From an optimization exercise on the open Yosys and OpenROAD flow, aimed at small area and a short achievable clock period; shortcuts taken in it are not production practice.
No functional check of the RTL was part of any run shown here.
Power and IR drop assume default switching activity.

[config.mk]
export PLATFORM = sky130hd
export DESIGN_NAME = mac
export DESIGN_NICKNAME = mac
export VERILOG_FILES = /design/flow/design.v
export SDC_FILE = /design/flow/constraint.sdc
export NUM_CORES = 4
export LEC_CHECK = 0
export CAP_MARGIN = 20
export CORE_MARGIN = 2
export CORE_UTILIZATION = 60
export SETUP_SLACK_MARGIN = 1.5
export SLEW_MARGIN = 20
export SYNTH_HIERARCHICAL = 1
[constraint.sdc]
create_clock -name core_clock -period 6.5 [get_ports {clk}]
set_input_delay 1.3000 -clock core_clock [delete_from_list [all_inputs] [get_ports {clk}]]
set_output_delay 1.3000 -clock core_clock [all_outputs]
set_load 0.01 [all_outputs]
[design.v]
module mac_fa(input a, input b, input c, output s, output co);
  assign s = a ^ b ^ c;
  assign co = (a & b) | (a & c) | (b & c);
endmodule
module mac_x3(input a, input b, input c, output s);
  assign s = a ^ b ^ c;
endmodule
module mac_mj(input a, input b, input c, output co);
  assign co = (a & b) | (a & c) | (b & c);
endmodule
module mac_xor(input a, input b, output s);
  assign s = a ^ b;
endmodule
module mac(A, B, C, D, clk, reset, Acc);
  input [7:0] A, B, C, D;
  input clk, reset;
  output [31:0] Acc;
  reg [31:0] R;
  reg [1:0] V;
  reg [9:0] W;
  wire p_A0B0 = ~(A[0] & B[0]);
  wire p_A0B1 = ~(A[0] & B[1]);
  wire p_A0B2 = ~(A[0] & B[2]);
  wire p_A0B3 = ~(A[0] & B[3]);
  wire p_A0B4 = ~(A[0] & B[4]);
  wire p_A0B5 = ~(A[0] & B[5]);
  wire p_A0B6 = ~(A[0] & B[6]);
  wire p_A0B7 = ~(A[0] & B[7]);
  wire p_A1B0 = ~(A[1] & B[0]);
  wire p_A1B1 = ~(A[1] & B[1]);
  wire p_A1B2 = ~(A[1] & B[2]);
  wire p_A1B3 = ~(A[1] & B[3]);
  wire p_A1B4 = ~(A[1] & B[4]);
  wire p_A1B5 = ~(A[1] & B[5]);
  wire p_A1B6 = ~(A[1] & B[6]);
  wire p_A1B7 = ~(A[1] & B[7]);
  wire p_A2B0 = ~(A[2] & B[0]);
  wire p_A2B1 = ~(A[2] & B[1]);
  wire p_A2B2 = ~(A[2] & B[2]);
  wire p_A2B3 = ~(A[2] & B[3]);
  wire p_A2B4 = ~(A[2] & B[4]);
  wire p_A2B5 = ~(A[2] & B[5]);
  wire p_A2B6 = ~(A[2] & B[6]);
  wire p_A2B7 = ~(A[2] & B[7]);
  wire p_A3B0 = ~(A[3] & B[0]);
  wire p_A3B1 = ~(A[3] & B[1]);
  wire p_A3B2 = ~(A[3] & B[2]);
  wire p_A3B3 = ~(A[3] & B[3]);
  wire p_A3B4 = ~(A[3] & B[4]);
  wire p_A3B5 = ~(A[3] & B[5]);
  wire p_A3B6 = ~(A[3] & B[6]);
  wire p_A3B7 = ~(A[3] & B[7]);
  wire p_A4B0 = ~(A[4] & B[0]);
  wire p_A4B1 = ~(A[4] & B[1]);
  wire p_A4B2 = ~(A[4] & B[2]);
  wire p_A4B3 = ~(A[4] & B[3]);
  wire p_A4B4 = ~(A[4] & B[4]);
  wire p_A4B5 = ~(A[4] & B[5]);
  wire p_A4B6 = ~(A[4] & B[6]);
  wire p_A4B7 = ~(A[4] & B[7]);
  wire p_A5B0 = ~(A[5] & B[0]);
  wire p_A5B1 = ~(A[5] & B[1]);
  wire p_A5B2 = ~(A[5] & B[2]);
  wire p_A5B3 = ~(A[5] & B[3]);
  wire p_A5B4 = ~(A[5] & B[4]);
  wire p_A5B5 = ~(A[5] & B[5]);
  wire p_A5B6 = ~(A[5] & B[6]);
  wire p_A5B7 = ~(A[5] & B[7]);
  wire p_A6B0 = ~(A[6] & B[0]);
  wire p_A6B1 = ~(A[6] & B[1]);
  wire p_A6B2 = ~(A[6] & B[2]);
  wire p_A6B3 = ~(A[6] & B[3]);
  wire p_A6B4 = ~(A[6] & B[4]);
  wire p_A6B5 = ~(A[6] & B[5]);
  wire p_A6B6 = ~(A[6] & B[6]);
  wire p_A6B7 = ~(A[6] & B[7]);
  wire p_A7B0 = ~(A[7] & B[0]);
  wire p_A7B1 = ~(A[7] & B[1]);
  wire p_A7B2 = ~(A[7] & B[2]);
  wire p_A7B3 = ~(A[7] & B[3]);
  wire p_A7B4 = ~(A[7] & B[4]);
  wire p_A7B5 = ~(A[7] & B[5]);
  wire p_A7B6 = ~(A[7] & B[6]);
  wire p_A7B7 = ~(A[7] & B[7]);
  wire p_C0D0 = ~(C[0] & D[0]);
  wire p_C0D1 = ~(C[0] & D[1]);
  wire p_C0D2 = ~(C[0] & D[2]);
  wire p_C0D3 = ~(C[0] & D[3]);
  wire p_C0D4 = ~(C[0] & D[4]);
  wire p_C0D5 = ~(C[0] & D[5]);
  wire p_C0D6 = ~(C[0] & D[6]);
  wire p_C0D7 = ~(C[0] & D[7]);
  wire p_C1D0 = ~(C[1] & D[0]);
  wire p_C1D1 = ~(C[1] & D[1]);
  wire p_C1D2 = ~(C[1] & D[2]);
  wire p_C1D3 = ~(C[1] & D[3]);
  wire p_C1D4 = ~(C[1] & D[4]);
  wire p_C1D5 = ~(C[1] & D[5]);
  wire p_C1D6 = ~(C[1] & D[6]);
  wire p_C1D7 = ~(C[1] & D[7]);
  wire p_C2D0 = ~(C[2] & D[0]);
  wire p_C2D1 = ~(C[2] & D[1]);
  wire p_C2D2 = ~(C[2] & D[2]);
  wire p_C2D3 = ~(C[2] & D[3]);
  wire p_C2D4 = ~(C[2] & D[4]);
  wire p_C2D5 = ~(C[2] & D[5]);
  wire p_C2D6 = ~(C[2] & D[6]);
  wire p_C2D7 = ~(C[2] & D[7]);
  wire p_C3D0 = ~(C[3] & D[0]);
  wire p_C3D1 = ~(C[3] & D[1]);
  wire p_C3D2 = ~(C[3] & D[2]);
  wire p_C3D3 = ~(C[3] & D[3]);
  wire p_C3D4 = ~(C[3] & D[4]);
  wire p_C3D5 = ~(C[3] & D[5]);
  wire p_C3D6 = ~(C[3] & D[6]);
  wire p_C3D7 = ~(C[3] & D[7]);
  wire p_C4D0 = ~(C[4] & D[0]);
  wire p_C4D1 = ~(C[4] & D[1]);
  wire p_C4D2 = ~(C[4] & D[2]);
  wire p_C4D3 = ~(C[4] & D[3]);
  wire p_C4D4 = ~(C[4] & D[4]);
  wire p_C4D5 = ~(C[4] & D[5]);
  wire p_C4D6 = ~(C[4] & D[6]);
  wire p_C4D7 = ~(C[4] & D[7]);
  wire p_C5D0 = ~(C[5] & D[0]);
  wire p_C5D1 = ~(C[5] & D[1]);
  wire p_C5D2 = ~(C[5] & D[2]);
  wire p_C5D3 = ~(C[5] & D[3]);
  wire p_C5D4 = ~(C[5] & D[4]);
  wire p_C5D5 = ~(C[5] & D[5]);
  wire p_C5D6 = ~(C[5] & D[6]);
  wire p_C5D7 = ~(C[5] & D[7]);
  wire p_C6D0 = ~(C[6] & D[0]);
  wire p_C6D1 = ~(C[6] & D[1]);
  wire p_C6D2 = ~(C[6] & D[2]);
  wire p_C6D3 = ~(C[6] & D[3]);
  wire p_C6D4 = ~(C[6] & D[4]);
  wire p_C6D5 = ~(C[6] & D[5]);
  wire p_C6D6 = ~(C[6] & D[6]);
  wire p_C6D7 = ~(C[6] & D[7]);
  wire p_C7D0 = ~(C[7] & D[0]);
  wire p_C7D1 = ~(C[7] & D[1]);
  wire p_C7D2 = ~(C[7] & D[2]);
  wire p_C7D3 = ~(C[7] & D[3]);
  wire p_C7D4 = ~(C[7] & D[4]);
  wire p_C7D5 = ~(C[7] & D[5]);
  wire p_C7D6 = ~(C[7] & D[6]);
  wire p_C7D7 = ~(C[7] & D[7]);
  wire s0, c0;
  wire s1, c1;
  wire s2, c2;
  wire s3, c3;
  wire s4, c4;
  wire s5, c5;
  wire s6, c6;
  wire s7, c7;
  wire s8, c8;
  wire s9, c9;
  wire s10, c10;
  wire s11, c11;
  wire s12, c12;
  wire s13, c13;
  wire s14, c14;
  wire s15, c15;
  wire s16, c16;
  wire s17, c17;
  wire s18, c18;
  wire s19, c19;
  wire s20, c20;
  wire s21, c21;
  wire s22, c22;
  wire s23, c23;
  wire s24, c24;
  wire s25, c25;
  wire s26, c26;
  wire s27, c27;
  wire s28, c28;
  wire s29, c29;
  wire s30, c30;
  wire s31, c31;
  wire s32, c32;
  wire s33, c33;
  wire s34, c34;
  wire s35, c35;
  wire s36, c36;
  wire s37, c37;
  wire s38, c38;
  wire s39, c39;
  wire s40, c40;
  wire s41, c41;
  wire s42, c42;
  wire s43, c43;
  wire s44, c44;
  wire s45, c45;
  wire s46, c46;
  wire s47, c47;
  wire s48, c48;
  wire s49, c49;
  wire s50, c50;
  wire s51, c51;
  wire s52, c52;
  wire s53, c53;
  wire s54, c54;
  wire s55, c55;
  wire s56, c56;
  wire s57, c57;
  wire s58, c58;
  wire s59, c59;
  wire s60, c60;
  wire s61, c61;
  wire s62, c62;
  wire s63, c63;
  wire s64, c64;
  wire s65, c65;
  wire s66, c66;
  wire s67, c67;
  wire s68, c68;
  wire s69, c69;
  wire s70, c70;
  wire s71, c71;
  wire s72, c72;
  wire s73, c73;
  wire s74, c74;
  wire s75, c75;
  wire s76, c76;
  wire s77, c77;
  wire s78, c78;
  wire s79, c79;
  wire s80, c80;
  wire s81, c81;
  wire s82, c82;
  wire s83, c83;
  wire s84, c84;
  wire s85, c85;
  wire s86, c86;
  wire s87, c87;
  wire s88, c88;
  wire s89, c89;
  wire s90, c90;
  wire s91, c91;
  wire s92, c92;
  wire s93, c93;
  wire s94, c94;
  wire s95, c95;
  wire s96, c96;
  wire s97, c97;
  wire s98, c98;
  wire s99, c99;
  wire s100, c100;
  wire s101, c101;
  wire s102, c102;
  wire s103, c103;
  wire s104, c104;
  wire s105, c105;
  wire s106, c106;
  wire s107, c107;
  wire s108, c108;
  wire s109, c109;
  wire s110, c110;
  wire s111, c111;
  wire s112, c112;
  wire s113, c113;
  wire s114, c114;
  wire s115, c115;
  wire s116, c116;
  wire s117, c117;
  wire s118, c118;
  wire s119, c119;
  wire s120, c120;
  wire s121, c121;
  wire s122, c122;
  wire s123, c123;
  wire s124, c124;
  wire s125, c125;
  wire s126, c126;
  wire s127, c127;
  wire s128, c128;
  wire s129, c129;
  wire s130, c130;
  wire s131, c131;
  wire s132, c132;
  wire s133, c133;
  wire s134, c134;
  wire s135, c135;
  wire s136, c136;
  wire s137, c137;
  wire s138, c138;
  wire s139, c139;
  wire s140, c140;
  wire s141, c141;
  wire s142, c142;
  wire s143, c143;
  wire s144, c144;
  wire s145, c145;
  wire s146, c146;
  wire s147, c147;
  wire s148, c148;
  wire s149, c149;
  wire s150, c150;
  wire s151, c151;
  mac_xor u_s0 (R[0], p_A0B0, s0);
  assign c0 = R[0] & (A[0] & B[0]);
  mac_fa u_s1 (R[1], p_A0B1, p_A1B0, s1, c1);
  mac_fa u_s2 (p_C0D1, p_C1D0, ~c0, s2, c2);
  mac_fa u_s3 (R[2], p_A0B2, p_A1B1, s3, c3);
  mac_fa u_s4 (p_A2B0, p_C0D2, p_C1D1, s4, c4);
  mac_fa u_s5 (p_C2D0, c1, s3, s5, c5);
  mac_xor u_s6 (s4, c2, s6);
  assign c6 = ~s4 & ~c2;
  mac_fa u_s7 (R[3], p_A0B3, p_A1B2, s7, c7);
  mac_fa u_s8 (p_A2B1, p_A3B0, p_C0D3, s8, c8);
  mac_fa u_s9 (p_C1D2, p_C2D1, p_C3D0, s9, c9);
  mac_fa u_s10 (c3, c4, s7, s10, c10);
  mac_fa u_s11 (s8, s9, ~c6, s11, c11);
  mac_xor u_s12 (c5, s10, s12);
  assign c12 = ~c5 & ~s10;
  mac_fa u_s13 (R[4], p_A0B4, p_A1B3, s13, c13);
  mac_fa u_s14 (p_A2B2, p_A3B1, p_A4B0, s14, c14);
  mac_fa u_s15 (p_C0D4, p_C1D3, p_C2D2, s15, c15);
  mac_fa u_s16 (p_C3D1, p_C4D0, c7, s16, c16);
  mac_fa u_s17 (c8, c9, s13, s17, c17);
  mac_fa u_s18 (s14, s15, s16, s18, c18);
  mac_fa u_s19 (c10, s17, ~c12, s19, c19);
  mac_xor u_s20 (c11, s18, s20);
  assign c20 = ~c11 & ~s18;
  mac_fa u_s21 (R[5], p_A0B5, p_A1B4, s21, c21);
  mac_fa u_s22 (p_A2B3, p_A3B2, p_A4B1, s22, c22);
  mac_fa u_s23 (p_A5B0, p_C0D5, p_C1D4, s23, c23);
  mac_fa u_s24 (p_C2D3, p_C3D2, p_C4D1, s24, c24);
  mac_fa u_s25 (p_C5D0, c13, c14, s25, c25);
  mac_fa u_s26 (c15, s21, s22, s26, c26);
  mac_fa u_s27 (s23, s24, c16, s27, c27);
  mac_fa u_s28 (c17, s25, s26, s28, c28);
  mac_fa u_s29 (s27, c18, s28, s29, c29);
  mac_xor u_s30 (c20, c19, s30);
  assign c30 = c20 & ~c19;
  mac_fa u_s31 (V[0], ~R[6], p_A0B6, s31, c31);
  mac_fa u_s32 (p_A1B5, p_A2B4, p_A3B3, s32, c32);
  mac_fa u_s33 (p_A4B2, p_A5B1, p_A6B0, s33, c33);
  mac_fa u_s34 (p_C0D6, p_C1D5, p_C2D4, s34, c34);
  mac_fa u_s35 (p_C3D3, p_C4D2, p_C5D1, s35, c35);
  mac_fa u_s36 (p_C6D0, c21, c22, s36, c36);
  mac_fa u_s37 (c23, c24, s31, s37, c37);
  mac_fa u_s38 (s32, s33, s34, s38, c38);
  mac_fa u_s39 (s35, c25, s36, s39, c39);
  mac_fa u_s40 (c26, s37, s38, s40, c40);
  mac_fa u_s41 (c27, s39, c28, s41, c41);
  mac_fa u_s42 (s40, ~c30, c29, s42, c42);
  mac_xor u_s43 (s41, s42, s43);
  assign c43 = ~s41 & ~s42;
  mac_fa u_s44 (R[7], W[0], (A[0] & B[7]), s44, c44);
  mac_fa u_s45 (p_A1B6, p_A2B5, p_A3B4, s45, c45);
  mac_fa u_s46 (p_A4B3, p_A5B2, p_A6B1, s46, c46);
  mac_fa u_s47 (p_A7B0, p_C0D7, p_C1D6, s47, c47);
  mac_fa u_s48 (p_C2D5, p_C3D4, p_C4D3, s48, c48);
  mac_fa u_s49 (p_C5D2, p_C6D1, p_C7D0, s49, c49);
  mac_fa u_s50 (c31, c32, c33, s50, c50);
  mac_fa u_s51 (c34, c35, ~s44, s51, c51);
  mac_fa u_s52 (s45, s46, s47, s52, c52);
  mac_x3 u_s53 (s48, s49, c36, s53);
  mac_mj u_c53 (s48, s49, c36, c53);
  mac_x3 u_s54 (c37, s50, c38, s54);
  mac_mj u_c54 (c37, s50, c38, c54);
  mac_fa u_s55 (s51, s52, s53, s55, c55);
  mac_fa u_s56 (s54, c39, c40, s56, c56);
  mac_fa u_s57 (s55, c41, s56, s57, c57);
  mac_xor u_s58 (c42, s57, s58);
  assign c58 = ~c42 & ~s57;
  mac_fa u_s59 (R[8], W[1], p_A1B7, s59, c59);
  mac_fa u_s60 (p_A2B6, p_A3B5, p_A4B4, s60, c60);
  mac_fa u_s61 (p_A5B3, p_A6B2, p_A7B1, s61, c61);
  mac_fa u_s62 (p_C1D7, p_C2D6, p_C3D5, s62, c62);
  mac_fa u_s63 (p_C4D4, p_C5D3, p_C6D2, s63, c63);
  mac_fa u_s64 (p_C7D1, c45, c46, s64, c64);
  mac_fa u_s65 (c47, c48, c49, s65, c65);
  mac_fa u_s66 (s59, s60, ~c44, s66, c66);
  mac_fa u_s67 (s61, s62, s63, s67, c67);
  mac_fa u_s68 (c50, s64, c52, s68, c68);
  mac_fa u_s69 (s65, c51, s66, s69, c69);
  mac_fa u_s70 (s67, c53, c54, s70, c70);
  mac_fa u_s71 (s68, s69, c55, s71, c71);
  mac_fa u_s72 (s70, c56, s71, s72, c72);
  mac_xor u_s73 (c57, c58, s73);
  assign c73 = ~c57 & c58;
  mac_fa u_s74 (R[9], W[2], (A[2] & B[7]), s74, c74);
  mac_fa u_s75 (p_A3B6, p_A4B5, p_A5B4, s75, c75);
  mac_fa u_s76 (p_A6B3, p_A7B2, p_C2D7, s76, c76);
  mac_fa u_s77 (p_C3D6, p_C4D5, p_C5D4, s77, c77);
  mac_fa u_s78 (p_C6D3, p_C7D2, c59, s78, c78);
  mac_fa u_s79 (c60, c61, c62, s79, c79);
  mac_fa u_s80 (c63, s75, ~s74, s80, c80);
  mac_fa u_s81 (s76, s77, s78, s81, c81);
  mac_fa u_s82 (c64, c65, c66, s82, c82);
  mac_fa u_s83 (c67, s79, s80, s83, c83);
  mac_fa u_s84 (s81, c68, s82, s84, c84);
  mac_x3 u_s85 (c69, s83, c70, s85);
  mac_mj u_c85 (c69, s83, c70, c85);
  mac_fa u_s86 (s84, c71, s85, s86, c86);
  mac_xor u_s87 (c72, s86, s87);
  assign c87 = ~c72 & ~s86;
  mac_fa u_s88 (W[3], ~R[10], p_A3B7, s88, c88);
  mac_fa u_s89 (p_A4B6, p_A5B5, p_A6B4, s89, c89);
  mac_fa u_s90 (p_A7B3, p_C3D7, p_C4D6, s90, c90);
  mac_fa u_s91 (p_C5D5, p_C6D4, p_C7D3, s91, c91);
  mac_fa u_s92 (c75, c76, c77, s92, c92);
  mac_fa u_s93 (s88, s89, ~c74, s93, c93);
  mac_fa u_s94 (s90, s91, c78, s94, c94);
  mac_x3 u_s95 (c79, s92, c80, s95);
  mac_mj u_c95 (c79, s92, c80, c95);
  mac_fa u_s96 (s93, c81, s94, s96, c96);
  mac_fa u_s97 (s95, c82, c83, s97, c97);
  mac_fa u_s98 (s96, c84, s97, s98, c98);
  mac_x3 u_s99 (c85, s98, c86, s99);
  mac_mj u_c99 (c85, s98, c86, c99);
  mac_fa u_s100 (R[11], W[4], p_A4B7, s100, c100);
  mac_fa u_s101 (p_A5B6, p_A6B5, p_A7B4, s101, c101);
  mac_fa u_s102 (p_C4D7, p_C5D6, p_C6D5, s102, c102);
  mac_fa u_s103 (p_C7D4, c88, c89, s103, c103);
  mac_fa u_s104 (c90, c91, s100, s104, c104);
  mac_fa u_s105 (s101, s102, c92, s105, c105);
  mac_fa u_s106 (s103, c93, s104, s106, c106);
  mac_fa u_s107 (c94, c95, s105, s107, c107);
  mac_fa u_s108 (s106, c96, s107, s108, c108);
  mac_x3 u_s109 (c97, s108, c98, s109);
  mac_mj u_c109 (c97, s108, c98, c109);
  mac_fa u_s110 (R[12], W[5], p_A5B7, s110, c110);
  mac_fa u_s111 (p_A6B6, p_A7B5, p_C5D7, s111, c111);
  mac_fa u_s112 (p_C6D6, p_C7D5, c100, s112, c112);
  mac_fa u_s113 (c101, c102, s110, s113, c113);
  mac_fa u_s114 (s111, c103, s112, s114, c114);
  mac_fa u_s115 (c104, s113, c105, s115, c115);
  mac_fa u_s116 (s114, c106, s115, s116, c116);
  mac_fa u_s117 (c107, s116, c108, s117, c117);
  mac_fa u_s118 (R[13], W[6], p_A6B7, s118, c118);
  mac_fa u_s119 (p_A7B6, p_C6D7, p_C7D6, s119, c119);
  mac_fa u_s120 (c110, c111, s118, s120, c120);
  mac_fa u_s121 (s119, c112, c113, s121, c121);
  mac_fa u_s122 (s120, c114, s121, s122, c122);
  mac_fa u_s123 (c115, s122, c116, s123, c123);
  mac_fa u_s124 (R[14], W[7], p_A7B7, s124, c124);
  mac_fa u_s125 (p_C7D7, c118, c119, s125, c125);
  mac_fa u_s126 (s124, c120, s125, s126, c126);
  mac_fa u_s127 (c121, s126, c122, s127, c127);
  mac_fa u_s128 (R[15], W[8], c124, s128, c128);
  mac_fa u_s129 (c125, s128, c126, s129, c129);
  mac_fa u_s130 (R[16], W[9], c128, s130, c130);
  mac_xor u_s131 (p_C0D0, s0, s131);
  assign c131 = (C[0] & D[0]) & ~s0;
  mac_fa u_s132 (~c131, s1, s2, s132, c132);
  mac_fa u_s133 (~s6, s5, c132, s133, c133);
  mac_fa u_s134 (~s12, s11, c133, s134, c134);
  mac_fa u_s135 (~s20, s19, c134, s135, c135);
  mac_x3 u_s136 (s30, s29, c135, s136);
  mac_mj u_c136 (s30, s29, c135, c136);
  mac_xor u_s137 (R[17], c130, s137);
  assign c137 = R[17] & ~c130;
  mac_xor u_s138 (R[18], c137, s138);
  assign c138 = R[18] & c137;
  mac_xor u_s139 (R[19], c138, s139);
  assign c139 = R[19] & c138;
  mac_xor u_s140 (R[20], c139, s140);
  assign c140 = R[20] & c139;
  mac_xor u_s141 (R[21], V[1], s141);
  assign c141 = R[21] & V[1];
  mac_xor u_s142 (R[22], c141, s142);
  assign c142 = R[22] & c141;
  mac_xor u_s143 (R[23], c142, s143);
  assign c143 = R[23] & c142;
  mac_xor u_s144 (R[24], c143, s144);
  assign c144 = R[24] & c143;
  mac_xor u_s145 (R[25], c144, s145);
  assign c145 = R[25] & c144;
  mac_xor u_s146 (R[26], c145, s146);
  assign c146 = R[26] & c145;
  mac_xor u_s147 (R[27], c146, s147);
  assign c147 = R[27] & c146;
  mac_xor u_s148 (R[28], c147, s148);
  assign c148 = R[28] & c147;
  mac_xor u_s149 (R[29], c148, s149);
  assign c149 = R[29] & c148;
  mac_xor u_s150 (R[30], c149, s150);
  assign c150 = R[30] & c149;
  mac_xor u_s151 (R[31], c150, s151);
  assign c151 = R[31] & c150;
  wire [31:0] z = {1'b0, 1'b0, 1'b0, 1'b0, 1'b0, 1'b0, 1'b0, 1'b0, 1'b0, 1'b0, V[1], 1'b0, 1'b0, 1'b0, 1'b0, ~W[9], ~W[8], ~W[7], ~W[6], ~W[5], ~W[4], ~W[3], W[2], ~W[1], W[0], ~V[0], 1'b0, 1'b0, 1'b0, 1'b0, 1'b0, 1'b0};
  wire [31:0] h, g, t;
  assign h[0] = R[0];
  assign g[0] = 1'b0;
  assign t[0] = R[0];
  assign h[1] = ~R[1];
  assign g[1] = 1'b0;
  assign t[1] = ~R[1];
  assign h[2] = ~R[2];
  assign g[2] = 1'b0;
  assign t[2] = ~R[2];
  assign h[3] = ~R[3];
  assign g[3] = 1'b0;
  assign t[3] = ~R[3];
  assign h[4] = ~R[4];
  assign g[4] = 1'b0;
  assign t[4] = ~R[4];
  assign h[5] = ~R[5];
  assign g[5] = 1'b0;
  assign t[5] = ~R[5];
  wire h6r;
  mac_xor u_h6 (R[6], V[0], h6r);
  assign h[6] = ~h6r;
  assign g[6] = R[6] & ~V[0];
  assign t[6] = R[6] | ~V[0];
  wire h7r;
  mac_xor u_h7 (R[7], W[0], h7r);
  assign h[7] = h7r;
  assign g[7] = R[7] & W[0];
  assign t[7] = R[7] | W[0];
  wire h8r;
  mac_xor u_h8 (R[8], W[1], h8r);
  assign h[8] = h8r;
  assign g[8] = ~R[8] & ~W[1];
  assign t[8] = ~R[8] | ~W[1];
  wire h9r;
  mac_xor u_h9 (R[9], W[2], h9r);
  assign h[9] = h9r;
  assign g[9] = R[9] & W[2];
  assign t[9] = R[9] | W[2];
  wire h10r;
  mac_xor u_h10 (R[10], W[3], h10r);
  assign h[10] = ~h10r;
  assign g[10] = R[10] & ~W[3];
  assign t[10] = R[10] | ~W[3];
  wire h11r;
  mac_xor u_h11 (R[11], W[4], h11r);
  assign h[11] = h11r;
  assign g[11] = ~R[11] & ~W[4];
  assign t[11] = ~R[11] | ~W[4];
  wire h12r;
  mac_xor u_h12 (R[12], W[5], h12r);
  assign h[12] = h12r;
  assign g[12] = ~R[12] & ~W[5];
  assign t[12] = ~R[12] | ~W[5];
  wire h13r;
  mac_xor u_h13 (R[13], W[6], h13r);
  assign h[13] = h13r;
  assign g[13] = ~R[13] & ~W[6];
  assign t[13] = ~R[13] | ~W[6];
  wire h14r;
  mac_xor u_h14 (R[14], W[7], h14r);
  assign h[14] = h14r;
  assign g[14] = ~R[14] & ~W[7];
  assign t[14] = ~R[14] | ~W[7];
  wire h15r;
  mac_xor u_h15 (R[15], W[8], h15r);
  assign h[15] = h15r;
  assign g[15] = ~R[15] & ~W[8];
  assign t[15] = ~R[15] | ~W[8];
  wire h16r;
  mac_xor u_h16 (R[16], W[9], h16r);
  assign h[16] = h16r;
  assign g[16] = ~R[16] & ~W[9];
  assign t[16] = ~R[16] | ~W[9];
  assign h[17] = R[17];
  assign g[17] = 1'b0;
  assign t[17] = R[17];
  assign h[18] = R[18];
  assign g[18] = 1'b0;
  assign t[18] = R[18];
  assign h[19] = R[19];
  assign g[19] = 1'b0;
  assign t[19] = R[19];
  assign h[20] = R[20];
  assign g[20] = 1'b0;
  assign t[20] = R[20];
  wire h21r;
  mac_xor u_h21 (R[21], V[1], h21r);
  assign h[21] = h21r;
  assign g[21] = R[21] & V[1];
  assign t[21] = R[21] | V[1];
  assign h[22] = R[22];
  assign g[22] = 1'b0;
  assign t[22] = R[22];
  assign h[23] = R[23];
  assign g[23] = 1'b0;
  assign t[23] = R[23];
  assign h[24] = R[24];
  assign g[24] = 1'b0;
  assign t[24] = R[24];
  assign h[25] = R[25];
  assign g[25] = 1'b0;
  assign t[25] = R[25];
  assign h[26] = R[26];
  assign g[26] = 1'b0;
  assign t[26] = R[26];
  assign h[27] = R[27];
  assign g[27] = 1'b0;
  assign t[27] = R[27];
  assign h[28] = R[28];
  assign g[28] = 1'b0;
  assign t[28] = R[28];
  assign h[29] = R[29];
  assign g[29] = 1'b0;
  assign t[29] = R[29];
  assign h[30] = R[30];
  assign g[30] = 1'b0;
  assign t[30] = R[30];
  assign h[31] = R[31];
  assign g[31] = 1'b0;
  assign t[31] = R[31];
  wire G1 = g[1] | (t[1] & g[0]);
  wire T1 = t[1] & t[0];
  wire G2 = g[3] | (t[3] & g[2]);
  wire T2 = t[3] & t[2];
  wire G3 = g[5] | (t[5] & g[4]);
  wire T3 = t[5] & t[4];
  wire G4 = g[7] | (t[7] & g[6]);
  wire T4 = t[7] & t[6];
  wire G5 = g[9] | (t[9] & g[8]);
  wire T5 = t[9] & t[8];
  wire G6 = g[11] | (t[11] & g[10]);
  wire T6 = t[11] & t[10];
  wire G7 = g[13] | (t[13] & g[12]);
  wire T7 = t[13] & t[12];
  wire G8 = g[15] | (t[15] & g[14]);
  wire T8 = t[15] & t[14];
  wire G9 = g[17] | (t[17] & g[16]);
  wire T9 = t[17] & t[16];
  wire G10 = g[19] | (t[19] & g[18]);
  wire T10 = t[19] & t[18];
  wire G11 = g[21] | (t[21] & g[20]);
  wire T11 = t[21] & t[20];
  wire G12 = g[23] | (t[23] & g[22]);
  wire T12 = t[23] & t[22];
  wire G13 = g[25] | (t[25] & g[24]);
  wire T13 = t[25] & t[24];
  wire G14 = g[27] | (t[27] & g[26]);
  wire T14 = t[27] & t[26];
  wire G15 = g[29] | (t[29] & g[28]);
  wire T15 = t[29] & t[28];
  wire G16 = g[31] | (t[31] & g[30]);
  wire T16 = t[31] & t[30];
  wire G17 = G2 | (T2 & G1);
  wire T17 = T2 & T1;
  wire G18 = G4 | (T4 & G3);
  wire T18 = T4 & T3;
  wire G19 = G6 | (T6 & G5);
  wire T19 = T6 & T5;
  wire G20 = G8 | (T8 & G7);
  wire T20 = T8 & T7;
  wire G21 = G10 | (T10 & G9);
  wire T21 = T10 & T9;
  wire G22 = G12 | (T12 & G11);
  wire T22 = T12 & T11;
  wire G23 = G14 | (T14 & G13);
  wire T23 = T14 & T13;
  wire G24 = G16 | (T16 & G15);
  wire T24 = T16 & T15;
  wire G25 = G18 | (T18 & G17);
  wire T25 = T18 & T17;
  wire G26 = G20 | (T20 & G19);
  wire T26 = T20 & T19;
  wire G27 = G22 | (T22 & G21);
  wire T27 = T22 & T21;
  wire G28 = G24 | (T24 & G23);
  wire T28 = T24 & T23;
  wire G29 = G26 | (T26 & G25);
  wire T29 = T26 & T25;
  wire G30 = G28 | (T28 & G27);
  wire T30 = T28 & T27;
  wire G31 = G30 | (T30 & G29);
  wire T31 = T30 & T29;
  wire G32 = G27 | (T27 & G29);
  wire T32 = T27 & T29;
  wire G33 = G19 | (T19 & G25);
  wire T33 = T19 & T25;
  wire G34 = G21 | (T21 & G29);
  wire T34 = T21 & T29;
  wire G35 = G23 | (T23 & G32);
  wire T35 = T23 & T32;
  wire G36 = G3 | (T3 & G17);
  wire T36 = T3 & T17;
  wire G37 = G5 | (T5 & G25);
  wire T37 = T5 & T25;
  wire G38 = G7 | (T7 & G33);
  wire T38 = T7 & T33;
  wire G39 = G9 | (T9 & G29);
  wire T39 = T9 & T29;
  wire G40 = G11 | (T11 & G34);
  wire T40 = T11 & T34;
  wire G41 = G13 | (T13 & G32);
  wire T41 = T13 & T32;
  wire G42 = G15 | (T15 & G35);
  wire T42 = T15 & T35;
  wire G43 = g[2] | (t[2] & G1);
  wire T43 = t[2] & T1;
  wire G44 = g[4] | (t[4] & G17);
  wire T44 = t[4] & T17;
  wire G45 = g[6] | (t[6] & G36);
  wire T45 = t[6] & T36;
  wire G46 = g[8] | (t[8] & G25);
  wire T46 = t[8] & T25;
  wire G47 = g[10] | (t[10] & G37);
  wire T47 = t[10] & T37;
  wire G48 = g[12] | (t[12] & G33);
  wire T48 = t[12] & T33;
  wire G49 = g[14] | (t[14] & G38);
  wire T49 = t[14] & T38;
  wire G50 = g[16] | (t[16] & G29);
  wire T50 = t[16] & T29;
  wire G51 = g[18] | (t[18] & G39);
  wire T51 = t[18] & T39;
  wire G52 = g[20] | (t[20] & G34);
  wire T52 = t[20] & T34;
  wire G53 = g[22] | (t[22] & G40);
  wire T53 = t[22] & T40;
  wire G54 = g[24] | (t[24] & G32);
  wire T54 = t[24] & T32;
  wire G55 = g[26] | (t[26] & G41);
  wire T55 = t[26] & T41;
  wire G56 = g[28] | (t[28] & G35);
  wire T56 = t[28] & T35;
  wire G57 = g[30] | (t[30] & G42);
  wire T57 = t[30] & T42;
  wire [31:0] cin = {G57, G42, G56, G35, G55, G41, G54, G32, G53, G40, G52, G34, G51, G39, G50, G29, G49, G38, G48, G33, G47, G37, G46, G25, G45, G36, G44, G17, G43, G1, g[0], 1'b0};
  assign Acc = h ^ cin;
  always @(posedge clk, negedge reset)
    if (reset == 0) begin
      R <= 32'h0001f93e;
      V <= 2'h1;
      W <= 10'h3fa;
    end else begin
      R <= {s151, s150, s149, s148, s147, s146, s145, s144, s143, s142, s141, s140, s139, s138, ~s137, s130, s129, s127, s123, s117, s109, c87, c73, s72, c43, s43, s136, s135, s134, s133, s132, s131};
      V <= {c140, c136};
      W <= {c129, c127, c123, c117, c109, c99, s99, s87, s73, s58};
    end
endmodule
[flow/run.sh]
#!/bin/bash
# Standard ORFS flow (the standard.sh), with the port buffers made of
# sky130_fd_sc_hd__buf_2 instead of buffer_ports' default cell.
set -o pipefail
export BUFFER_PORTS_ARGS="-buffer_cell sky130_fd_sc_hd__buf_2"
bash standard.sh finish 2>&1 | tee standard_flow.log
[standard.sh]
#!/bin/bash
# synth_recipe.tcl (not shown) runs the flow's synth.tcl, then flattens the netlist and writes it again
# the make line also repeats each setting of config.mk as NAME=value (left out here)
make -C /OpenROAD-flow-scripts/flow DESIGN_CONFIG=/design/flow/config.mk WORK_HOME=/design/flow/orfs CLKGATE_MAP_FILE= SYNTH_SCRIPT=/design/flow/synth_recipe.tcl "${@:-finish}"
==> flow_metrics.env, run 1 <==
export IMPL_holdPathStages=1
export IMPL_syn_inst=508
export IMPL_syn2layout_area_growth_pct=8.07
export IMPL_cts_tree="yes"
export IMPL_diodes=0
export IMPL_ff2ff_setup_slack_ns=3.07
export IMPL_die_y_um=100
export IMPL_clk_latency_ns=0.30
export IMPL_yosysWarnings=7
export IMPL_postRouteAntennaNets=0
export IMPL_portBuffers=65
export IMPL_slew_violations=0
export IMPL_cts_sinks=44
export IMPL_tightest_slew_ns=0.616
export IMPL_wl_per_cell_um=18.1
export IMPL_post_route_util_pct=65.9
export IMPL_start_util_pct=61.0
export IMPL_synth_nets=669
export IMPL_hold_violations=0
export IMPL_dieArea_mm2=0.0101
export IMPL_antenna_found_initial=0
export IMPL_reg2reg_depth=7
export IMPL_nets=709
export IMPL_ctsRootBufferMaster="clkbuf_8"
export IMPL_drcViolationCount=0
export IMPL_multi_input_area_mm2=0.00425
export IMPL_hold_path_class="reg2reg"
export IMPL_worstSetupPathType="in2reg"
export IMPL_whs_endpoint="R[31]"
export IMPL_synth_area_per_cell_um2=11.0
export IMPL_grt_pass1_wl_um=20100
export IMPL_arrival_ns=4.55
export IMPL_htreeDepth=2
export IMPL_grt_usage_pct=26.9
export IMPL_maxCapViolCount=0
export IMPL_critPathRequiredTime_ns=6.72
export IMPL_dpl_worst_slack_ns=1.86
export IMPL_ctsHoldBuffers=0
export IMPL_grt_max_degree=45
export IMPL_n_fill_cell=757
export IMPL_cts_setup_buffers=0
export IMPL_yosysUniqueCellTypes=39
export IMPL_fin_skew_ns=0.00927
export IMPL_min_from="R[31]"
export IMPL_fp_dieW_um=100
export IMPL_fin_crit_ns=4.33
export IMPL_rows=35
export IMPL_power_density_mw_per_mm2=590
export IMPL_clk_path_buf_depth=2
export IMPL_crit_buf_inv=1
export IMPL_vdd_drop_max_v=0.000526
export IMPL_setup_viol=0
export IMPL_cp_slowest_cell="fa_1"
export IMPL_outcome="timing/DRC/antenna clean"
export IMPL_total_power_w=0.00356
export IMPL_fmax_mhz=231
export IMPL_ys_ff_latch=44
export IMPL_critPathMaxStageDelay_ns=0.58
export IMPL_cts_buffers_inserted=5
export IMPL_finalCritPeriodShare_pct=66.6
export IMPL_vias=3628
export IMPL_leakagePower_nw=2.63
export IMPL_place_gp_congestion=0.918
export IMPL_wl_um=12000
export IMPL_slew_headroom_pct=58.6
export IMPL_endpoint_kind="flip-flop"
export IMPL_worst_r2r_endpoint="W[3]"
export IMPL_rsz0062_at_grt="false"
export IMPL_cts_resized=0
export IMPL_drive_above_1_share_pct=19.9
export IMPL_cp_top_family="adder cells"
export IMPL_first_global_vias=3938
export IMPL_netlist_area_mm2=0.00558
export IMPL_path_cells="buf_2 > nand2_1 > fa_1 > fa_1 > xor3_1 > fa_1 > fa_1 > xor3_1"
export IMPL_drt_iter0_drc=127
export IMPL_crit_top_cell="fa_1"
export IMPL_setup_tns_ns=0
export IMPL_place_hpwl_um=10200
export IMPL_firstDrtPassIters=4
export IMPL_start_kind="primary input"
export IMPL_grt_remaining_overflow=0
export IMPL_area_sequential_mm2=0.00113
export IMPL_avgViaCountPerCell=5.50
export IMPL_crit_fanout=8
export IMPL_ios=66
export IMPL_r2r_start="R[9]"
export IMPL_worst_slack_ns=2.17
export IMPL_core_mm2=0.00915
export IMPL_cts_clk_slew_worst_paths_ns=0.08
export IMPL_holdWs_ns=0.483
export IMPL_yosysSeqAreaShare_pct=20.2
sequential cells by signal, indices dropped and copies added (netlist names):
signal,cells
R,32
V,2
W,10
Yosys stat by module, one instance, submodules excluded:
module   cells inside  flip-flops and latches  cell area (µm²)
mac_xor             1                       0             8.76
mac               337                      44             2610
mac_x3              1                       0             23.8
mac_fa              1                       0             20.0
mac_mj              1                       0             11.3
power breakdown:
part / switching [W] / leakage (nW) / internal [W]
clock: 0.0000940 / 0.0552 / 0.000114
sequential: 0.000166 / 0.521 / 0.000509
combinational: 0.00129 / 2.05 / 0.00139
total: 0.00154 / 2.63 / 0.00202
how the worst max path moves through the flow:
| stage | slack (ns) | from | to | cells after the start |
|---|---|---|---|---|
| 2_1_floorplan | 1.95 | A[3] | W[3] | 8 |
| 3_3_place_gp | 1.93 | A[3] | W[3] | 8 |
| 3_5_place_dp | 1.86 | A[3] | W[3] | 8 |
| 4_1_cts | 2.18 | A[3] | W[3] | 8 |
| 5_1_grt | 2.04 | A[3] | W[3] | 8 |
| 6_report | 2.17 | A[3] | W[3] | 8 |
placed cells by master, fill, tap and decap left out, drive strengths merged:
master,instances
o21ai,5
clkinv,1
and4,1
fa,120
nand2b,2
xor2,49
dfrtp,23
a21o,1
xnor2,5
bufinv,1
a22o,1
nor3,4
or3,1
o21a,1
or2,4
maj3,14
o31ai,4
a21oi,2
nand4,1
inv,21
a2111o,1
o2bb2ai,1
nor2,17
a211oi,7
o22a,1
and3,7
ha,7
buf,65
nand3,5
xor3,7
dfstp,21
nor2b,3
clkbuf,6
nand2,133
and2,7
synth_stat cells, drive strengths merged:
cell type | number | share of area [%]
or3 | 1 | 0.11
clkbuf | 31 | 2.1
nor2b | 3 | 0.34
and2 | 7 | 0.78
xor2 | 49 | 7.7
xnor2 | 5 | 0.78
a2111o | 1 | 0.20
ha | 7 | 1.6
a211oi | 7 | 1.1
nor2 | 17 | 1.1
fa | 120 | 43
and4 | 1 | 0.16
o21ai | 5 | 0.45
o22a | 1 | 0.16
dfstp | 21 | 9.9
buf | 1 | 0.13
o2bb2ai | 1 | 0.16
nand2b | 2 | 0.22
a22o | 1 | 0.16
o21a | 1 | 0.13
nand2 | 133 | 8.9
inv | 21 | 1.4
xor3 | 7 | 3.0
nand3 | 5 | 0.45
a21o | 1 | 0.13
and3 | 7 | 0.78
or2 | 4 | 0.45
maj3 | 14 | 2.7
nand4 | 1 | 0.11
dfrtp | 23 | 10
nor3 | 4 | 0.36
o31ai | 4 | 0.87
a21oi | 2 | 0.18
worst register-to-register path: stages (launching register included):
cell and delay [ns]:
dfrtp_1 0.45, fa_1 0.56, inv_1 0.08, fa_1 0.45, fa_1 0.42, fa_1 0.46
fa_1 0.53, xor3_1 0.41
metrics by stage:
stage	cell area, µm²	cells
2_1_floorplan	5580	508
3_3_place_gp	5920	652
3_5_place_dp	5920	652
4_1_cts	6030	660
5_1_grt	6030	660
6_report	6030	660
cell families (layout without fill, tap and decap cells):
kind of cell	after synthesis	in the layout	share of synthesized area, %
compound gates	24	24	3.56
xor+xnor	61	61	11.5
fa+ha+maj	141	141	47.3
buf+inv	53	94	3.63
flops	44	44	20.2
simple gates	185	185	13.9
cell type report:
class | count | share of cell area, %
tap | 111 | 2.30
clock buffer | 6 | 1.20
multi-input combinational | 411 | 70.5
sequential | 44 | 18.7
clock inverter | 2 | 0.581
timing repair buffer | 65 | 5.43
inverter | 21 | 1.31
routing by layer:
layer / GRT usage [%] / wire length (µm)
met1: 35.1 / 4840
met2: 46.8 / 6350
met3: 4.02 / 420
met4: 8.43 / 355
met5: 0 / 0
==> run 2, diff against run 1 <==
--- a/design.v
+++ b/design.v
@@ -18,5 +18,5 @@
   reg [31:0] R;
   reg [1:0] V;
-  reg [9:0] W;
+  reg [7:0] W;
   wire p_A0B0 = ~(A[0] & B[0]);
   wire p_A0B1 = ~(A[0] & B[1]);
@@ -299,4 +299,6 @@
   wire s150, c150;
   wire s151, c151;
+  wire s152, c152;
+  wire s153, c153;
   mac_xor u_s0 (R[0], p_A0B0, s0);
   assign c0 = R[0] & (A[0] & B[0]);
@@ -358,10 +360,8 @@
   mac_fa u_s51 (c34, c35, ~s44, s51, c51);
   mac_fa u_s52 (s45, s46, s47, s52, c52);
-  mac_x3 u_s53 (s48, s49, c36, s53);
-  mac_mj u_c53 (s48, s49, c36, c53);
-  mac_x3 u_s54 (c37, s50, c38, s54);
-  mac_mj u_c54 (c37, s50, c38, c54);
+  mac_fa u_s53 (s48, s49, c36, s53, c53);
+  mac_fa u_s54 (c37, s50, c38, s54, c54);
   mac_fa u_s55 (s51, s52, s53, s55, c55);
-  mac_fa u_s56 (s54, c39, c40, s56, c56);
+  mac_fa u_s56 (c39, s54, c40, s56, c56);
   mac_fa u_s57 (s55, c41, s56, s57, c57);
   mac_xor u_s58 (c42, s57, s58);
@@ -396,5 +396,5 @@
   mac_x3 u_s85 (c69, s83, c70, s85);
   mac_mj u_c85 (c69, s83, c70, c85);
-  mac_fa u_s86 (s84, c71, s85, s86, c86);
+  mac_fa u_s86 (s84, s85, c71, s86, c86);
   mac_xor u_s87 (c72, s86, s87);
   assign c87 = ~c72 & ~s86;
@@ -406,8 +406,7 @@
   mac_fa u_s93 (s88, s89, ~c74, s93, c93);
   mac_fa u_s94 (s90, s91, c78, s94, c94);
-  mac_x3 u_s95 (c79, s92, c80, s95);
-  mac_mj u_c95 (c79, s92, c80, c95);
+  mac_fa u_s95 (c79, s92, c80, s95, c95);
   mac_fa u_s96 (s93, c81, s94, s96, c96);
-  mac_fa u_s97 (s95, c82, c83, s97, c97);
+  mac_fa u_s97 (c82, c83, s95, s97, c97);
   mac_fa u_s98 (s96, c84, s97, s98, c98);
   mac_x3 u_s99 (c85, s98, c86, s99);
@@ -420,14 +419,14 @@
   mac_fa u_s105 (s101, s102, c92, s105, c105);
   mac_fa u_s106 (s103, c93, s104, s106, c106);
-  mac_fa u_s107 (c94, c95, s105, s107, c107);
+  mac_fa u_s107 (c94, s105, c95, s107, c107);
   mac_fa u_s108 (s106, c96, s107, s108, c108);
-  mac_x3 u_s109 (c97, s108, c98, s109);
-  mac_mj u_c109 (c97, s108, c98, c109);
+  mac_fa u_s109 (c97, s108, c98, s109, c109);
   mac_fa u_s110 (R[12], W[5], p_A5B7, s110, c110);
   mac_fa u_s111 (p_A6B6, p_A7B5, p_C5D7, s111, c111);
   mac_fa u_s112 (p_C6D6, p_C7D5, c100, s112, c112);
-  mac_fa u_s113 (c101, c102, s110, s113, c113);
+  mac_x3 u_s113 (c101, c102, s110, s113);
+  mac_mj u_c113 (c101, c102, s110, c113);
   mac_fa u_s114 (s111, c103, s112, s114, c114);
-  mac_fa u_s115 (c104, s113, c105, s115, c115);
+  mac_fa u_s115 (s113, c104, c105, s115, c115);
   mac_fa u_s116 (s114, c106, s115, s116, c116);
   mac_fa u_s117 (c107, s116, c108, s117, c117);
@@ -435,14 +434,18 @@
   mac_fa u_s119 (p_A7B6, p_C6D7, p_C7D6, s119, c119);
   mac_fa u_s120 (c110, c111, s118, s120, c120);
-  mac_fa u_s121 (s119, c112, c113, s121, c121);
-  mac_fa u_s122 (s120, c114, s121, s122, c122);
-  mac_fa u_s123 (c115, s122, c116, s123, c123);
+  mac_fa u_s121 (s119, c113, c112, s121, c121);
+  mac_x3 u_s122 (s120, s121, c114, s122);
+  mac_mj u_c122 (s120, s121, c114, c122);
+  mac_fa u_s123 (s122, c115, c116, s123, c123);
   mac_fa u_s124 (R[14], W[7], p_A7B7, s124, c124);
   mac_fa u_s125 (p_C7D7, c118, c119, s125, c125);
   mac_fa u_s126 (s124, c120, s125, s126, c126);
-  mac_fa u_s127 (c121, s126, c122, s127, c127);
-  mac_fa u_s128 (R[15], W[8], c124, s128, c128);
-  mac_fa u_s129 (c125, s128, c126, s129, c129);
-  mac_fa u_s130 (R[16], W[9], c128, s130, c130);
+  mac_x3 u_s127 (c121, s126, c122, s127);
+  mac_mj u_c127 (c121, s126, c122, c127);
+  mac_fa u_s128 (R[15], c124, c125, s128, c128);
+  mac_xor u_s129 (s128, c126, s129);
+  assign c129 = ~s128 & ~c126;
+  mac_xor u_s130 (R[16], c128, s130);
+  assign c130 = R[16] & ~c128;
   mac_xor u_s131 (p_C0D0, s0, s131);
   assign c131 = (C[0] & D[0]) & ~s0;
@@ -451,37 +454,40 @@
   mac_fa u_s134 (~s12, s11, c133, s134, c134);
   mac_fa u_s135 (~s20, s19, c134, s135, c135);
-  mac_x3 u_s136 (s30, s29, c135, s136);
-  mac_mj u_c136 (s30, s29, c135, c136);
-  mac_xor u_s137 (R[17], c130, s137);
-  assign c137 = R[17] & ~c130;
-  mac_xor u_s138 (R[18], c137, s138);
-  assign c138 = R[18] & c137;
-  mac_xor u_s139 (R[19], c138, s139);
-  assign c139 = R[19] & c138;
-  mac_xor u_s140 (R[20], c139, s140);
-  assign c140 = R[20] & c139;
-  mac_xor u_s141 (R[21], V[1], s141);
-  assign c141 = R[21] & V[1];
-  mac_xor u_s142 (R[22], c141, s142);
-  assign c142 = R[22] & c141;
-  mac_xor u_s143 (R[23], c142, s143);
-  assign c143 = R[23] & c142;
-  mac_xor u_s144 (R[24], c143, s144);
-  assign c144 = R[24] & c143;
-  mac_xor u_s145 (R[25], c144, s145);
-  assign c145 = R[25] & c144;
-  mac_xor u_s146 (R[26], c145, s146);
-  assign c146 = R[26] & c145;
-  mac_xor u_s147 (R[27], c146, s147);
-  assign c147 = R[27] & c146;
-  mac_xor u_s148 (R[28], c147, s148);
-  assign c148 = R[28] & c147;
-  mac_xor u_s149 (R[29], c148, s149);
-  assign c149 = R[29] & c148;
-  mac_xor u_s150 (R[30], c149, s150);
-  assign c150 = R[30] & c149;
-  mac_xor u_s151 (R[31], c150, s151);
-  assign c151 = R[31] & c150;
-  wire [31:0] z = {1'b0, 1'b0, 1'b0, 1'b0, 1'b0, 1'b0, 1'b0, 1'b0, 1'b0, 1'b0, V[1], 1'b0, 1'b0, 1'b0, 1'b0, ~W[9], ~W[8], ~W[7], ~W[6], ~W[5], ~W[4], ~W[3], W[2], ~W[1], W[0], ~V[0], 1'b0, 1'b0, 1'b0, 1'b0, 1'b0, 1'b0};
+  mac_fa u_s136 (s30, s29, c135, s136, c136);
+  mac_xor u_s137 (s129, c127, s137);
+  assign c137 = s129 & ~c127;
+  mac_x3 u_s138 (c129, ~s130, c137, s138);
+  mac_mj u_c138 (c129, ~s130, c137, c138);
+  mac_x3 u_s139 (R[17], c130, c138, s139);
+  mac_mj u_c139 (R[17], c130, c138, c139);
+  mac_xor u_s140 (R[18], c139, s140);
+  assign c140 = R[18] & c139;
+  mac_xor u_s141 (R[19], V[1], s141);
+  assign c141 = R[19] & V[1];
+  mac_xor u_s142 (R[20], c141, s142);
+  assign c142 = R[20] & c141;
+  mac_xor u_s143 (R[21], c142, s143);
+  assign c143 = R[21] & c142;
+  mac_xor u_s144 (R[22], c143, s144);
+  assign c144 = R[22] & c143;
+  mac_xor u_s145 (R[23], c144, s145);
+  assign c145 = R[23] & c144;
+  mac_xor u_s146 (R[24], c145, s146);
+  assign c146 = R[24] & c145;
+  mac_xor u_s147 (R[25], c146, s147);
+  assign c147 = R[25] & c146;
+  mac_xor u_s148 (R[26], c147, s148);
+  assign c148 = R[26] & c147;
+  mac_xor u_s149 (R[27], c148, s149);
+  assign c149 = R[27] & c148;
+  mac_xor u_s150 (R[28], c149, s150);
+  assign c150 = R[28] & c149;
+  mac_xor u_s151 (R[29], c150, s151);
+  assign c151 = R[29] & c150;
+  mac_xor u_s152 (R[30], c151, s152);
+  assign c152 = R[30] & c151;
+  mac_xor u_s153 (R[31], c152, s153);
+  assign c153 = R[31] & c152;
+  wire [31:0] z = {1'b0, 1'b0, 1'b0, 1'b0, 1'b0, 1'b0, 1'b0, 1'b0, 1'b0, 1'b0, 1'b0, 1'b0, V[1], 1'b0, 1'b0, 1'b0, 1'b0, ~W[7], ~W[6], ~W[5], ~W[4], ~W[3], W[2], ~W[1], W[0], ~V[0], 1'b0, 1'b0, 1'b0, 1'b0, 1'b0, 1'b0};
   wire [31:0] h, g, t;
   assign h[0] = R[0];
@@ -548,14 +554,10 @@
   assign g[14] = ~R[14] & ~W[7];
   assign t[14] = ~R[14] | ~W[7];
-  wire h15r;
-  mac_xor u_h15 (R[15], W[8], h15r);
-  assign h[15] = h15r;
-  assign g[15] = ~R[15] & ~W[8];
-  assign t[15] = ~R[15] | ~W[8];
-  wire h16r;
-  mac_xor u_h16 (R[16], W[9], h16r);
-  assign h[16] = h16r;
-  assign g[16] = ~R[16] & ~W[9];
-  assign t[16] = ~R[16] | ~W[9];
+  assign h[15] = ~R[15];
+  assign g[15] = 1'b0;
+  assign t[15] = ~R[15];
+  assign h[16] = R[16];
+  assign g[16] = 1'b0;
+  assign t[16] = R[16];
   assign h[17] = R[17];
   assign g[17] = 1'b0;
@@ -564,15 +566,15 @@
   assign g[18] = 1'b0;
   assign t[18] = R[18];
-  assign h[19] = R[19];
-  assign g[19] = 1'b0;
-  assign t[19] = R[19];
+  wire h19r;
+  mac_xor u_h19 (R[19], V[1], h19r);
+  assign h[19] = h19r;
+  assign g[19] = R[19] & V[1];
+  assign t[19] = R[19] | V[1];
   assign h[20] = R[20];
   assign g[20] = 1'b0;
   assign t[20] = R[20];
-  wire h21r;
-  mac_xor u_h21 (R[21], V[1], h21r);
-  assign h[21] = h21r;
-  assign g[21] = R[21] & V[1];
-  assign t[21] = R[21] | V[1];
+  assign h[21] = R[21];
+  assign g[21] = 1'b0;
+  assign t[21] = R[21];
   assign h[22] = R[22];
   assign g[22] = 1'b0;
@@ -723,11 +725,11 @@
   always @(posedge clk, negedge reset)
     if (reset == 0) begin
-      R <= 32'h0001f93e;
+      R <= 32'h0000f93e;
       V <= 2'h1;
-      W <= 10'h3fa;
+      W <= 8'hfa;
     end else begin
-      R <= {s151, s150, s149, s148, s147, s146, s145, s144, s143, s142, s141, s140, s139, s138, ~s137, s130, s129, s127, s123, s117, s109, c87, c73, s72, c43, s43, s136, s135, s134, s133, s132, s131};
+      R <= {s153, s152, s151, s150, s149, s148, s147, s146, s145, s144, s143, s142, s141, s140, s139, s138, s137, s127, s123, s117, s109, c87, c73, s72, c43, s43, s136, s135, s134, s133, s132, s131};
       V <= {c140, c136};
-      W <= {c129, c127, c123, c117, c109, c99, s99, s87, s73, s58};
+      W <= {c123, c117, c109, c99, s99, s87, s73, s58};
     end
 endmodule
==> run 2 against run 1 <==
Compared with the run above: still clean; critical path depth rose by 2; clock-buffer cell count did not move; die area fell by 3.0%; clock skew up 0.00072 ns; synthesized cell count fell by 4.5%; combinational power is 4% lower; worst setup slack worse by 0.13 ns; non-clock buffer count unchanged; critical path type is now reg2out; highest routed layer unchanged.
==> flow_metrics.env, run 2 <==
export IMPL_outcome="timing/DRC/antenna clean"
export IMPL_wl_um=11000
export IMPL_cp_slowest_cell="dfstp_2"
export IMPL_final_common_cell="nand2_1"
export IMPL_yosysWarnings=7
export IMPL_switching_share_pct=43.4
export IMPL_cts_buffers_inserted=5
export IMPL_clk_path_buf_depth=2
export IMPL_critPathMaxStageDelay_ns=0.61
export IMPL_area_sequential_mm2=0.00107
export IMPL_r2r_start="W[5]"
export IMPL_rows=34
export IMPL_p_int_w=0.00192
export IMPL_grt_remaining_overflow=0
export IMPL_multi_input_area_mm2=0.00413
export IMPL_grt_usage_pct=24.7
export IMPL_final_cell_mix="nand2_1 (134), fa_1 (120), buf_2 (65)"
export IMPL_wl_per_cell_um=17.4
export IMPL_regMostFlops="R"
export IMPL_cts_tree="yes"
export IMPL_reg2reg_depth=9
export IMPL_synth_top_area_share_pct=44.4
export IMPL_ios=66
export IMPL_slew_headroom_pct=36.8
export IMPL_drive_above_1_share_pct=20.5
export IMPL_rsz0062_at_grt="false"
export IMPL_place_hpwl_um=9390
export IMPL_drcViolationCount=0
export IMPL_avgViaCountPerCell=5.46
export IMPL_fin_crit_ns=4.46
export IMPL_path_cells="nor2_1 > maj3_1 > o31ai_2 > a2bb2oi_2 > maj3_4 > nor3_1 > maj3_1 > ha_1 > xor2_1 > buf_2"
export IMPL_portBuffers=65
export IMPL_finalCritPeriodShare_pct=68.6
export IMPL_setup_tns_ns=0
export IMPL_ctsHoldBuffers=0
export IMPL_dieArea_mm2=0.00979
export IMPL_diodes=0
export IMPL_htreeDepth=2
export IMPL_yosysUniqueCellTypes=35
export IMPL_p_clk_share_pct=5.5
export IMPL_synth_most_common_cell="nand2_1"
export IMPL_cts_sinks=42
export IMPL_cts_resized=0
export IMPL_setup_viol=0
export IMPL_total_power_w=0.00340
export IMPL_maxCapViolCount=0
export IMPL_crit_top_cell="maj3_1"
export IMPL_crit_fanout=6
export IMPL_p_switching_w=0.00147
export IMPL_synth_nets=647
export IMPL_postRouteAntennaNets=0
export IMPL_cts_clk_slew_worst_paths_ns=0.09
export IMPL_largestRegisters="R x32, W x8, V x2"
export IMPL_arrival_ns=3.16
export IMPL_grt_max_degree=43
export IMPL_core_mm2=0.00872
export IMPL_combPwrFrac_pct=76.0
export IMPL_die_y_um=98.9
export IMPL_clk_latency_ns=0.30
export IMPL_leakagePower_nw=2.57
export IMPL_synth_flop_cell="dfrtp_1"
export IMPL_tightest_slew_ns=0.948
export IMPL_min_from="R[31]"
export IMPL_yosysSeqAreaShare_pct=19.8
export IMPL_fmax_mhz=224
export IMPL_firstDrtPassIters=8
export IMPL_largest_reg_flops=32
export IMPL_netlist_area_mm2=0.00541
export IMPL_synth_area_per_cell_um2=11.2
export IMPL_vdd_drop_max_v=0.000466
export IMPL_hold_violations=0
export IMPL_drt_iter0_drc=162
export IMPL_critPathRequiredTime_ns=5.20
export IMPL_ctsRootBufferMaster="clkbuf_8"
export IMPL_fp_dieW_um=98.9
export IMPL_endpoint_kind="primary output"
export IMPL_hold_path_class="reg2reg"
export IMPL_grt_pass1_wl_um=18700
export IMPL_nets=688
export IMPL_ys_ff_latch=42
export IMPL_syn_inst=485
export IMPL_yosys_top_cells_count="nand2_1 (134), fa_1 (120), xor2_1 (48)"
export IMPL_n_fill_cell=721
export IMPL_start_kind="flip-flop"
export IMPL_first_global_vias=3620
export IMPL_start_util_pct=62.0
export IMPL_p_seq_share_pct=18.5
export IMPL_vias=3466
export IMPL_synth_top_cells_by_area="fa_1 (44%), dfrtp_1 (11%), nand2_1 (9.3%)"
export IMPL_async_flop_share_pct=100
export IMPL_slew_violations=0
export IMPL_fin_skew_ns=0.0100
export IMPL_power_density_mw_per_mm2=581
export IMPL_place_gp_congestion=0.816
export IMPL_worstSetupPathType="reg2out"
export IMPL_syn2layout_area_growth_pct=8.12
export IMPL_synth_largest_area_cell="fa_1"
export IMPL_antenna_found_initial=0
export IMPL_cts_setup_buffers=0
export IMPL_holdPathStages=1
export IMPL_critPathLaunch="W[1]"
export IMPL_synth_edf_count=0
[run 2: cell count changes after synthesis, moves of 3 or more]
cell      delta
a211oi_1     -5
and3_1       -5
dfstp_2      -3
nand3_1      -3
nor2_1       -3
o21ai_0      -4
[run 2: metal layers]
metal	track usage, %	vias to the layer above	wire length [µm]
met1	34.8	1799	4420
met4	6.32	0	221
met5	0	-	0
met3	2.77	16	449
met2	41.7	98	5940
li1	-	1553	-
[run 2: kinds of logic after synthesis]
family,share of synthesized area [%]
AO/OA/AOI/OAI,1.48
adder cells (fa/ha/maj),49.3
buffers and inverters,3.75
XOR/XNOR,11.8
AND/OR/NAND/NOR,13.8
flip-flops,19.8
[run 2: final timing paths]
kind / endpoint / slack, ns
max: Acc[21] / 2.04
min: R[31] / 0.49
max reg2reg: R[18] / 2.99
min reg2reg: R[31] / 0.49
max in group asynchronous: W[2] / 4.76
min in group asynchronous: R[27] / 1.13
[run 2: stage by stage]
step	instances	cell area (µm²)	hold WS (ns)	utilization (%)	setup WS, ns
2_1_floorplan	485	5410	0.458	-	1.99
3_3_place_gp	627	5750	0.476	65.9	1.90
3_5_place_dp	627	5750	0.479	65.9	1.88
4_1_cts	635	5850	0.495	67.1	2.01
5_1_grt	635	5850	0.518	67.1	1.90
6_report	635	5850	0.489	67.1	2.04
[run 2: power groups by stage]
stage	clock, W	combinational [W]	sequential, W
floorplan	0	0.00207	0.000595
global placement	0	0.00258	0.000631
detailed placement	0	0.00263	0.000634
CTS	0.000196	0.00265	0.000632
global route	0.000202	0.00291	0.000654
finish	0.000187	0.00258	0.000628
[run 2: critical path, delay by kind of cell, from the launching register on]
kind            cells  cell delay (ns)
compound gates      2             0.63
xor+xnor            1             0.13
fa+ha+maj           4             1.19
flops               1             0.61
simple gates        2             0.15
buf+inv             1             0.14
[run 2: modules after synthesis, one instance, submodules excluded]
module	flip-flops and latches	times used	cell area, µm²	cells
mac	42	1	2440	314
mac_x3	0	7	23.8	1
mac_mj	0	7	11.3	1
mac_fa	0	120	20.0	1
mac_xor	0	37	8.76	1
[run 2: area by class of cell]
type | instances | area share, %
Timing Repair Buffer | 65 | 5.56
Inverter | 22 | 1.41
Tap cell | 108 | 2.31
Multi-Input combinational cell | 390 | 70.7
Clock inverter | 2 | 0.278
Clock buffer | 6 | 1.41
Sequential cell | 42 | 18.4

==> afterwards: timing with drivers on the ports <==
How much do the figures lean on ideal ports? The routed layouts below were timed once more, with nothing changed but the port constraints.
Step 1 sets driving cells, clkbuf_16 on the clock port and buf_2 on the other inputs (assumed; they add their load-dependent delay and slew).
Step 2 also shifts input and output timing later by t, the mid clock arrival at the registers, as if the neighbouring blocks saw the same clock.
Slacks: ideal ports / drivers / drivers and shift; pairs: ideal ports / drivers.
| run | t, ns | setup slack, ns | hold slack, ns | latest minus earliest clock arrival (ns) |
|---|---|---|---|---|
| run 1 | 0.329 | 2.169 / 2.174 / 1.845 | 0.483 / 0.483 / 0.483 | 0.010 / 0.010 |
| run 2 | 0.330 | 2.043 / 2.007 / 1.852 | 0.489 / 0.489 / 0.489 | 0.010 / 0.010 |
After both steps setup and hold are still met in every run listed. The setup slack of run 1, which loses most, moves by +0.005 ns with the drivers and by -0.324 ns with both steps.
